This design comes from an exercise in tuning for small area and a short achievable clock period on the open sky130 flow, not from production work.
Where RTL was checked, it was by simulation tests only, not by an equivalence proof against the original.

run D:
==> flow/design.v <==
module L1_cache #(
    parameter CTID = 0)
    (
    input logic clock,
    input logic reset,
    input logic [31:0] PCF,                  
    input logic [31:0] addr_rst,             
    input logic [1:0] tid_fetch,             
    input logic [31:0] br_target,            
    input logic [1:0] tid_br,                
    input logic [31:0] l2addr,               
    input logic [1:0] l2_tid,                
    input logic [127:0] l2_line,             
    input logic l2_valid_rsp,                
    output logic br_req,                     
    output logic req_spec,                   
    output logic req_refill,                 
    output logic [31:0] instr                
    );
    logic         active;       
    logic [27:0]  tag;          
    logic [127:0] data;         
    logic         zeroed;       
    genvar gi;
    logic         tid_ok;       
    assign tid_ok = (l2_tid == CTID);
    logic [3:0]   fill_w, fill_wn;
    logic [127:0] blk;          
    generate
        for (gi = 0; gi < 4; gi++) begin : g_fill
            L1_fdec u_fdec (.valid(l2_valid_rsp), .tid_ok(tid_ok), .f(fill_w[gi]), .fn(fill_wn[gi]));
        end
        for (gi = 0; gi < 128; gi++) begin : g_blk
            L1_sel2 u_blk (.s(fill_w[gi/32]), .sn(fill_wn[gi/32]), .a(l2_line[gi]), .b(data[gi]), .y(blk[gi]));
        end
    endgenerate
    logic fill, fill_n, tload, thold;
    L1_fdec u_fdec_t (.valid(l2_valid_rsp), .tid_ok(tid_ok), .f(fill), .fn(fill_n));
    assign tload = fill & ~reset;
    assign thold = fill_n & ~reset;
    logic [27:0] tag_d;
    generate
        for (gi = 0; gi < 28; gi++) begin : g_tag
            L1_sel2 u_tag (.s(tload), .sn(thold), .a(l2addr[gi+4]), .b(tag[gi]), .y(tag_d[gi]));
        end
    endgenerate
    logic [6:0] ne_p, ne_b;
    generate
        for (gi = 0; gi < 7; gi++) begin : g_cmp
            L1_ne4 u_nep (.a(PCF[4*gi+7 -: 4]), .t(tag[4*gi+3 -: 4]), .ne(ne_p[gi]));
            L1_ne4 u_neb (.a(br_target[4*gi+7 -: 4]), .t(tag[4*gi+3 -: 4]), .ne(ne_b[gi]));
        end
    endgenerate
    logic miss_p, ok;
    assign miss_p = |ne_p;
    assign ok     = fill | ~zeroed;             
    localparam integer NH = 4;
    logic       ao_n;
    logic [3:0] pe;
    logic [NH-1:0] hn;
    assign ao_n = ~(active & ok);
    L1_nor2 u_pe0 (.a(ne_p[0]), .b(ne_p[1]), .y(pe[0]));
    L1_nor2 u_pe1 (.a(ne_p[2]), .b(ne_p[3]), .y(pe[1]));
    L1_nor2 u_pe2 (.a(ne_p[4]), .b(ne_p[5]), .y(pe[2]));
    L1_nor2 u_pe3 (.a(ne_p[6]), .b(ao_n),    .y(pe[3]));
    generate
        for (gi = 0; gi < NH; gi++) begin : g_hit
            L1_nand4 u_hn (.a(pe), .y(hn[gi]));
        end
    endgenerate
    logic [3:0] wsel;
    assign wsel[3] = (PCF[3:0] == 4'hc);
    assign wsel[2] = (PCF[3:0] == 4'h8);
    assign wsel[1] = (PCF[3:0] == 4'h4);
    assign wsel[0] = ~(wsel[3] | wsel[2] | wsel[1]);
    generate
        for (gi = 0; gi < 32; gi++) begin : g_out
            L1_word u_out (.s(wsel), .d({blk[96+gi], blk[64+gi], blk[32+gi], blk[gi]}), .hn(hn[gi/(32/NH)]), .y(instr[gi]));
        end
    endgenerate
    assign req_spec   = active & ~miss_p & wsel[3];
    assign req_refill = active & miss_p;
    assign br_req     = ~active & (tid_br == CTID) & (|ne_b);
    always_ff @(posedge clock) begin
        active <= (tid_fetch == CTID);
        data   <= blk;
        tag    <= tag_d;
        zeroed <= reset | (zeroed & fill_n);
    end
endmodule
module L1_fdec (input logic valid, input logic tid_ok, output logic f, output logic fn);
    assign f  = valid & tid_ok;
    assign fn = ~(valid & tid_ok);
endmodule
module L1_sel2 (input logic s, input logic sn, input logic a, input logic b, output logic y);
    assign y = (s & a) | (sn & b);
endmodule
module L1_ne4 (input logic [3:0] a, input logic [3:0] t, output logic ne);
    assign ne = |(a ^ t);
endmodule
module L1_word (input logic [3:0] s, input logic [3:0] d, input logic hn, output logic y);
    assign y = ~hn & (|(s & d));
endmodule
module L1_nor2 (input logic a, input logic b, output logic y);
    assign y = ~(a | b);
endmodule
module L1_nand4 (input logic [3:0] a, output logic y);
    assign y = ~(&a);
endmodule
export LEC_CHECK = 0
export CAP_MARGIN = 20
export CORE_MARGIN = 2
export CORE_UTILIZATION = 40
export CTS_BUF_LIST = sky130_fd_sc_hd__clkbuf_4 sky130_fd_sc_hd__clkbuf_8
export SETUP_SLACK_MARGIN = 2.0
export SLEW_MARGIN = 20
export SYNTH_HIERARCHICAL = 1
create_clock -name core_clock -period 6.0 [get_ports {clock}]
standard.sh (not shown) runs the stock make flow with config.mk's settings and CLKGATE_MAP_FILE= SYNTH_SCRIPT=/design/flow/synth_recipe.tcl, a recipe that flattens the netlist after the stock synthesis.
==> flow/flow/run.sh <==
#!/bin/bash
# Standard ORFS layout; the only change is that port buffers use the smallest buffer cell.
set -euo pipefail
export BUFFER_PORTS_ARGS="-buffer_cell sky130_fd_sc_hd__buf_1"
bash standard.sh > standard_flow.log 2>&1
Run D: PASS, flow complete, no timing, DRC or antenna violations
### run D -> run B
==> flow/design.v, changed modules only <==
module L1_cache #(
    parameter CTID = 0)
    (
    input logic clock,
    input logic reset,
    input logic [31:0] PCF,                  
    input logic [31:0] addr_rst,             
    input logic [1:0] tid_fetch,             
    input logic [31:0] br_target,            
    input logic [1:0] tid_br,                
    input logic [31:0] l2addr,               
    input logic [1:0] l2_tid,                
    input logic [127:0] l2_line,             
    input logic l2_valid_rsp,                
    output logic br_req,                     
    output logic req_spec,                   
    output logic req_refill,                 
    output logic [31:0] instr                
    );
    logic         active;       
    logic [27:0]  tag;          
    logic [127:0] data;         
    logic         zeroed;       
    genvar gi;
    localparam integer NF = 8;
    logic [1:0]    tid_ok;      
    logic [NF-1:0] fill_w, fill_wn;
    logic [127:0]  blk;         
    generate
        for (gi = 0; gi < 2; gi++) begin : g_tid
            if (CTID == 0) begin : g_t0
                L1_nor2 u_tidok (.a(l2_tid[0]), .b(l2_tid[1]), .y(tid_ok[gi]));
            end else begin : g_tn
                assign tid_ok[gi] = (l2_tid == CTID);
            end
        end
        for (gi = 0; gi < NF; gi++) begin : g_fill
            L1_fdec u_fdec (.valid(l2_valid_rsp), .tid_ok(tid_ok[gi/(NF/2)]), .f(fill_w[gi]), .fn(fill_wn[gi]));
        end
        for (gi = 0; gi < 128; gi++) begin : g_blk
            L1_sel2 u_blk (.s(fill_w[gi/(128/NF)]), .sn(fill_wn[gi/(128/NF)]), .a(l2_line[gi]), .b(data[gi]), .y(blk[gi]));
        end
    endgenerate
    logic fill, fill_n, tload, thold;
    L1_fdec u_fdec_t (.valid(l2_valid_rsp), .tid_ok(tid_ok[1]), .f(fill), .fn(fill_n));
    assign tload = fill & ~reset;
    assign thold = fill_n & ~reset;
    logic [27:0] tag_d;
    generate
        for (gi = 0; gi < 28; gi++) begin : g_tag
            L1_sel2 u_tag (.s(tload), .sn(thold), .a(l2addr[gi+4]), .b(tag[gi]), .y(tag_d[gi]));
        end
    endgenerate
    logic [6:0] ne_p, ne_b;
    generate
        for (gi = 0; gi < 7; gi++) begin : g_cmp
            L1_ne4 u_nep (.a(PCF[4*gi+7 -: 4]), .t(tag[4*gi+3 -: 4]), .ne(ne_p[gi]));
            L1_ne4 u_neb (.a(br_target[4*gi+7 -: 4]), .t(tag[4*gi+3 -: 4]), .ne(ne_b[gi]));
        end
    endgenerate
    logic miss_p, ok;
    assign miss_p = |ne_p;
    assign ok     = fill | ~zeroed;             
    localparam integer NH = 4;
    logic       ao_n;
    logic [3:0] pe;
    logic [NH-1:0] hn;
    assign ao_n = ~(active & ok);
    L1_nor2 u_pe0 (.a(ne_p[0]), .b(ne_p[1]), .y(pe[0]));
    L1_nor2 u_pe1 (.a(ne_p[2]), .b(ne_p[3]), .y(pe[1]));
    L1_nor2 u_pe2 (.a(ne_p[4]), .b(ne_p[5]), .y(pe[2]));
    L1_nor2 u_pe3 (.a(ne_p[6]), .b(ao_n),    .y(pe[3]));
    generate
        for (gi = 0; gi < NH; gi++) begin : g_hit
            L1_nand4 u_hn (.a(pe), .y(hn[gi]));
        end
    endgenerate
    logic [3:0] wsel;
    assign wsel[3] = (PCF[3:0] == 4'hc);
    assign wsel[2] = (PCF[3:0] == 4'h8);
    assign wsel[1] = (PCF[3:0] == 4'h4);
    assign wsel[0] = ~(wsel[3] | wsel[2] | wsel[1]);
    generate
        for (gi = 0; gi < 32; gi++) begin : g_out
            L1_word u_out (.s(wsel), .d({blk[96+gi], blk[64+gi], blk[32+gi], blk[gi]}), .hn(hn[gi/(32/NH)]), .y(instr[gi]));
        end
    endgenerate
    assign req_spec   = active & ~miss_p & wsel[3];
    assign req_refill = active & miss_p;
    assign br_req     = ~active & (tid_br == CTID) & (|ne_b);
    always_ff @(posedge clock) begin
        active <= (tid_fetch == CTID);
        data   <= blk;
        tag    <= tag_d;
        zeroed <= reset | (zeroed & fill_n);
    end
endmodule
--- outcome ---
Against run D, the final cell area of run B is lower.
Hold slack: run D vs run B, no meaningful difference
Compared to run D, the routing of run B uses less wire.
[diff] area enclosed by the die boundary, run B relative to run D: regression
Compared run B vs run D, and number of fill cells is up in run B.
The RTL of run B was laid out without a check of its function.

## separate check: timing with driven ports
In the flow no input, the clock included, has a driving cell. The finished layouts below were timed again as built, in two steps.
Step 1: set_driving_cell puts a clkbuf_16 on clock and a buf_2 on each other input, an assumption about the parent block.
Step 2 adds t to the input delays and takes it off the output delays; t is the mean of the earliest and latest rising clock arrival at the registers after step 1. Input paths then give back, and output paths get back, about the clock's delay inside the block.
Slacks: ideal ports / drivers / drivers and shift; pairs: ideal ports / drivers.
run	shift t [ns]	setup slack, ns	worst register clock-pin slew, ns	pins driven straight from the clock port
run D	0.473	2.083 / 2.058 / 2.058	0.09 / 0.09	1
run B	0.488	2.055 / 2.027 / 2.027	0.10 / 0.10	1
After both steps every run listed still meets setup and hold. For run B, which loses most, drivers alone change the setup slack by -0.028 ns; drivers and shift together by -0.028 ns.
